This design comes from an exercise in tuning for small area on the open sky130 flow, not from production work.
Only simulation tests tie the RTL to the original design; equivalence was not proved.

==> v37: inputs <==
Design basemul, start of the top module:
module basemul(
  input clk,
  input set,
  input wire signed [15:0] a1,
  input wire signed [15:0] a0,
  input wire signed [15:0] b1,
  input wire signed [15:0] b0,
  input wire signed [15:0] zeta,
  output wire signed [15:0] t1,
  output wire signed [15:0] t0
);
  reg a1_0_s1;
  reg a0_0_s1;
  reg b1_0_s1;
  reg b1_1_s1;
  reg b1_1_s2;
  reg b1_2_s1;
  reg b1_3_s1;
  reg b1_3_s2;
  reg b1_4_s1;
  reg b1_5_s1;
  reg b1_5_s2;
  reg b1_6_s1;
  reg b1_7_s1;
  reg b1_7_s2;
  reg b1_8_s1;
  reg b1_9_s1;
  reg b1_9_s2;
  reg b1_10_s1;
  reg b1_11_s1;
  reg b1_11_s2;
  reg b1_12_s1;
  reg b1_13_s1;
  reg b1_13_s2;
  reg b1_14_s1;
  reg b1_15_s1;
  reg b1_15_s2;
  reg b0_0_s1;
  reg b0_1_s1;
  reg b0_2_s1;
  reg b0_3_s1;
  reg b0_4_s1;
  reg b0_5_s1;
  reg b0_6_s1;
  reg b0_7_s1;
  reg b0_8_s1;
  reg b0_9_s1;
  reg b0_10_s1;
  reg b0_11_s1;
  reg b0_12_s1;
  reg b0_13_s1;
  reg b0_14_s1;
  reg b0_15_s1;
  reg zeta_0_s1;
  reg zeta_1_s1;
  reg zeta_2_s1;
  reg zeta_3_s1;
  reg zeta_4_s1;
  reg zeta_5_s1;
  reg zeta_6_s1;
  reg zeta_7_s1;
  reg zeta_8_s1;
  reg zeta_9_s1;
  reg zeta_10_s1;
  reg zeta_11_s1;
  reg zeta_12_s1;
  reg zeta_13_s1;
  reg zeta_14_s1;
  reg zeta_15_s1;
  reg n2_s1;
  reg n3_s1;
  reg n4_s1;
  reg n5_s1;
  reg n6_s1;
  reg n7_s1;
  reg n8_s1;
  reg n9_s1;
  reg n10_s1;
  reg n11_s1;
  reg n12_s1;
  reg n13_s1;
  reg n14_s1;
  reg n15_s1;
  reg n16_s1;
  reg n17_s1;
  reg n55_s1;
  reg n333_s2;
  reg n534_s2;
  reg n537_s2;
  reg n540_s2;
  reg n543_s2;
  reg n546_s2;
  reg n549_s2;
  reg n577_s2;
  reg n616_s2;
  reg n635_s2;
  reg n653_s2;
  reg n688_s2;
  reg n719_s2;
  reg n731_s2;
  reg n732_s2;
  reg n741_s2;
  reg n749_s2;
  reg n755_s2;
  reg n757_s2;
  reg n762_s2;
  reg n763_s2;
  reg n764_s2;
  reg n766_s2;
  reg n767_s2;
  reg n770_s2;
  reg n775_s2;
  reg n780_s2;
  reg n818_s1;
  reg n819_s1;
  reg n820_s1;
  reg n821_s1;
  reg n822_s1;
  reg n823_s1;
  reg n824_s1;
  reg n825_s1;
  reg n826_s1;
  reg n827_s1;
  reg n828_s1;
  reg n829_s1;
  reg n830_s1;
  reg n831_s1;
  reg n832_s1;
  reg n834_s2;
  reg n835_s2;
  ...
Settings: LEC_CHECK=0, CAP_MARGIN=20, CORE_MARGIN=2, CORE_UTILIZATION=85, CTS_CLUSTER_DIAMETER=100, CTS_CLUSTER_SIZE=30, SLEW_MARGIN=20, SYNTH_HIERARCHICAL=1, SYNTH_MINIMUM_KEEP_SIZE=0; clock period 9.0 ns.
standard.sh (not shown) runs the stock make flow with config.mk's settings and CLKGATE_MAP_FILE= SYNTH_SCRIPT=/design/flow/synth_recipe.tcl, a recipe that flattens the netlist after the stock synthesis.
==> flow/flow/run.sh <==
#!/bin/bash
# Own flow: the standard layout (standard synthesis unchanged), except that
# the input/output port buffers are the smallest buffer cell instead of the default,
# and after global routing cells on paths with positive slack are downsized (RECOVER_POWER).
set -euo pipefail
export BUFFER_PORTS_ARGS="-buffer_cell sky130_fd_sc_hd__buf_1"
export RECOVER_POWER=100
bash standard.sh finish > standard_flow.log 2>&1
==> inputs of v20, as changes to v37 <==
==> flow/run.sh (new file) <==
#!/bin/bash
# synth_recipe.tcl (not shown) runs the flow's synth.tcl, then flattens the netlist and writes it again
# the make line also repeats each setting of config.mk as NAME=value (left out here)
make -C /OpenROAD-flow-scripts/flow DESIGN_CONFIG=/design/flow/config.mk WORK_HOME=/design/flow/orfs CLKGATE_MAP_FILE= SYNTH_SCRIPT=/design/flow/synth_recipe.tcl finish
CORE_UTILIZATION = 40   (was 85)
GPL_TIMING_DRIVEN = 0   (was not set)
removed: flow/flow/run.sh
removed: flow/standard.sh
==> inputs of v12, as changes to v37 <==
==> flow/flow/run.sh (replaced) <==
#!/bin/bash
# Own flow: the standard layout (standard synthesis unchanged), except that
# the input/output port buffers are the smallest buffer cell instead of the default.
set -euo pipefail
export BUFFER_PORTS_ARGS="-buffer_cell sky130_fd_sc_hd__buf_1"
bash standard.sh finish > standard_flow.log 2>&1
CORE_UTILIZATION = 40   (was 85)
==> comparison table <==
Number of tapcells: v20 1276; v37 -; v12 1276
Non-clock buffer area fraction after layout: v20 7.49%; v37 -; v12 4.92%
CP endpoint kind: v20 register; v37 -; v12 register
Met3 routed WL: v20 9.75 mm; v37 -; v12 8.82 mm
Highest routing layer actually used: v20 met4; v37 -; v12 met4
Clock-pin transition on the worst setup and hold timing paths: v20 0.12 ns; v37 -; v12 0.10 ns
Terminating pin of the worst hold path: v20 n2371_s4$_DFF_P_; v37 -; v12 n3927_s4$_DFF_P_
Length of routed wiring on met1: v20 46.0 mm; v37 -; v12 46.2 mm
Postcts setup bufs: v20 54; v37 4; v12 0
Result of the run: v20 timing/DRC/antenna clean; v37 stopped before the end; v12 timing/DRC/antenna clean
Last stage reached: v20 -; v37 global routing; v12 -
Wire length on met2: v20 51.4 mm; v37 -; v12 50.5 mm
Top cell class by occupied area: v20 multi-input combinational cells; v37 -; v12 multi-input combinational cells
Number of cells on the worst reg-to-reg path: v20 20; v37 -; v12 24
Area inside the core boundary: v20 96600 sq um; v37 -; v12 96600 sq um
Number of DRC markers in iteration 0: v20 1958; v37 -; v12 2444
DRT Wirelength: v20 111 mm; v37 -; v12 110 mm
Number of cells in the design after placement: v20 4757; v37 4178; v12 4891
Dpl hpwl: v20 77.7 mm; v37 94.6 mm; v12 88.3 mm
Hold Startpoint: v20 n2371_s3$_DFF_P_; v37 -; v12 n3927_s3$_DFF_P_
ANT nets after route: v20 0; v37 -; v12 0


==> trial 47 <==
Starting RTL as in the previous note.
clock: 9.0 ns
lec_check: 0
cap_margin: 20
core_margin: 2
core_utilization: 65
cts_cluster_diameter: 100
cts_cluster_size: 30
slew_margin: 20
synth_hierarchical: 1
synth_minimum_keep_size: 0
==> flow/flow/run.sh <==
#!/bin/bash
# Own flow: the standard layout (standard synthesis unchanged), except that
# the input/output port buffers are the smallest buffer cell instead of the default,
# and after global routing cells on paths with positive slack are downsized (RECOVER_POWER).
set -euo pipefail
export BUFFER_PORTS_ARGS="-buffer_cell sky130_fd_sc_hd__buf_1"
export RECOVER_POWER=100
bash standard.sh finish > standard_flow.log 2>&1
==> trial 2: changes against trial 47 <==
CORE_UTILIZATION = 40   (was 65)
==> results.py <==
metrics = {
    "floorplan": {
        "die_y_um": 316,
    },
    "global_route": {
        "grt_usage_pct": 22.6,
    },
    "drt": {
        "wl_met1_um": 46100,
    },
    "outcome": {
        "status": "finished clean",
    },
    "finish": {
        "multiInputGateArea_um2": 30800,
        "fillers": 9014,
    },
    "sta": {
        "clock_skew_ns": 0.0393,
    },
    "critical_path": {
        "path_depth": 24,
        "worst-path-buf-inv": 5,
    },
}
[end of results for trial 2]
==> results.py <==
metrics = {
    "global_route": {
        "met1_usage_pct": 46.9,
        "grt_usage_pct": 35.2,
    },
    "sta": {
        "clock_skew_ns": 0.0276,
        "setup_tns_ns": 0,
    },
    "finish": {
        "n_clock_buffer": 19,
        "multi_input_area_share_pct": 72.6,
        "area_growth_pct": 8.89,
        "multiInputGateArea_um2": 30800,
    },
    "outcome": {
        "status": "finished clean",
    },
    "critical_path": {
        "path_depth": 21,
        "setup.worst_path.end": "n3720_s3",
        "worst-path-buf-inv": 2,
    },
    "floorplan": {
        "die_y_um": 249,
    },
    "clocking": {
        "clkTransAtPathRegs_ns": 0.10,
    },
}
[end of results for trial 47]


==> nickel: inputs <==
basemul again, from the RTL that the note above started with.
Settings: LEC_CHECK=0, CAP_MARGIN=20, CORE_MARGIN=2, CORE_UTILIZATION=75, CTS_CLUSTER_DIAMETER=100, CTS_CLUSTER_SIZE=30, SLEW_MARGIN=20, SYNTH_HIERARCHICAL=1, SYNTH_MINIMUM_KEEP_SIZE=0; clock period 9.0 ns.
Scripts as last shown in full above: flow/flow/run.sh
==> willow (differences from nickel) <==
==> flow/run.sh (new file) <==
#!/bin/bash
# synth_recipe.tcl (not shown) runs the flow's synth.tcl, then flattens the netlist and writes it again
# the make line also repeats each setting of config.mk as NAME=value (left out here)
make -C /OpenROAD-flow-scripts/flow DESIGN_CONFIG=/design/flow/config.mk WORK_HOME=/design/flow/orfs CLKGATE_MAP_FILE= SYNTH_SCRIPT=/design/flow/synth_recipe.tcl finish
Settings changed: CORE_UTILIZATION 75 to 40.
removed: flow/flow/run.sh
removed: flow/standard.sh
==> results.txt <==
quantity	willow	nickel
Run status	timing/DRC/antenna clean	timing/DRC/antenna clean
Vias	26888	28189
Global-route wire length before repair	171 mm	170 mm
Vias per cell	5.44	6.55
Die height	316 µm	232 µm
Met3 usage in global routing	4.58%	8.33%
DP Cell Count	4896	4271
Antenna violations before repair	3	2
Clock buffer count from CTS	22	18
Endpoint of the worst hold-timing path	n2371_s5	n3925_s5
Non-Clock Buffer Area Fraction	6.52%	4.54%
Worst Path Required	9.49 ns	9.46 ns
Clock tree cell share of total cell area	1.99%	1.46%
Placed wire-length estimate	88.4 mm	84.4 mm
Post-layout util	45.8%	82.4%

-- separate check: timing with driven ports --
Ports are ideal in the flow. The routed layouts listed here were re-timed in OpenROAD.
Step 1 assumes that a clkbuf_16 drives the clock port and a buf_2 every other input.
Step 2 also shifts input and output timing later by t, the mid clock arrival at the registers, as if the neighbouring blocks saw the same clock.
Slacks: no drivers / after step 1 / after step 2; pairs: no drivers / after step 1.
| run | shift t [ns] | setup slack, ns | hold WS [ns] | clock arrival spread, ns |
|---|---|---|---|---|
| v20 | 0.637 | 0.216 / 0.216 / 0.216 | 0.312 / 0.312 / 0.312 | 0.044 / 0.045 |
| v12 | 0.679 | 0.231 / 0.231 / 0.231 | 0.329 / 0.329 / 0.329 | 0.039 / 0.039 |
| trial 47 | 0.646 | 0.264 / 0.264 / 0.264 | 0.333 / 0.333 / 0.333 | 0.030 / 0.030 |
| trial 2 | 0.678 | 0.225 / 0.225 / 0.225 | 0.329 / 0.329 / 0.329 | 0.040 / 0.040 |
| nickel | 0.624 | 0.171 / 0.171 / 0.171 | 0.326 / 0.326 / 0.326 | 0.024 / 0.024 |
| willow | 0.655 | 0.244 / 0.244 / 0.244 | 0.320 / 0.320 / 0.320 | 0.044 / 0.044 |
After both steps setup and hold are still met in every run listed.
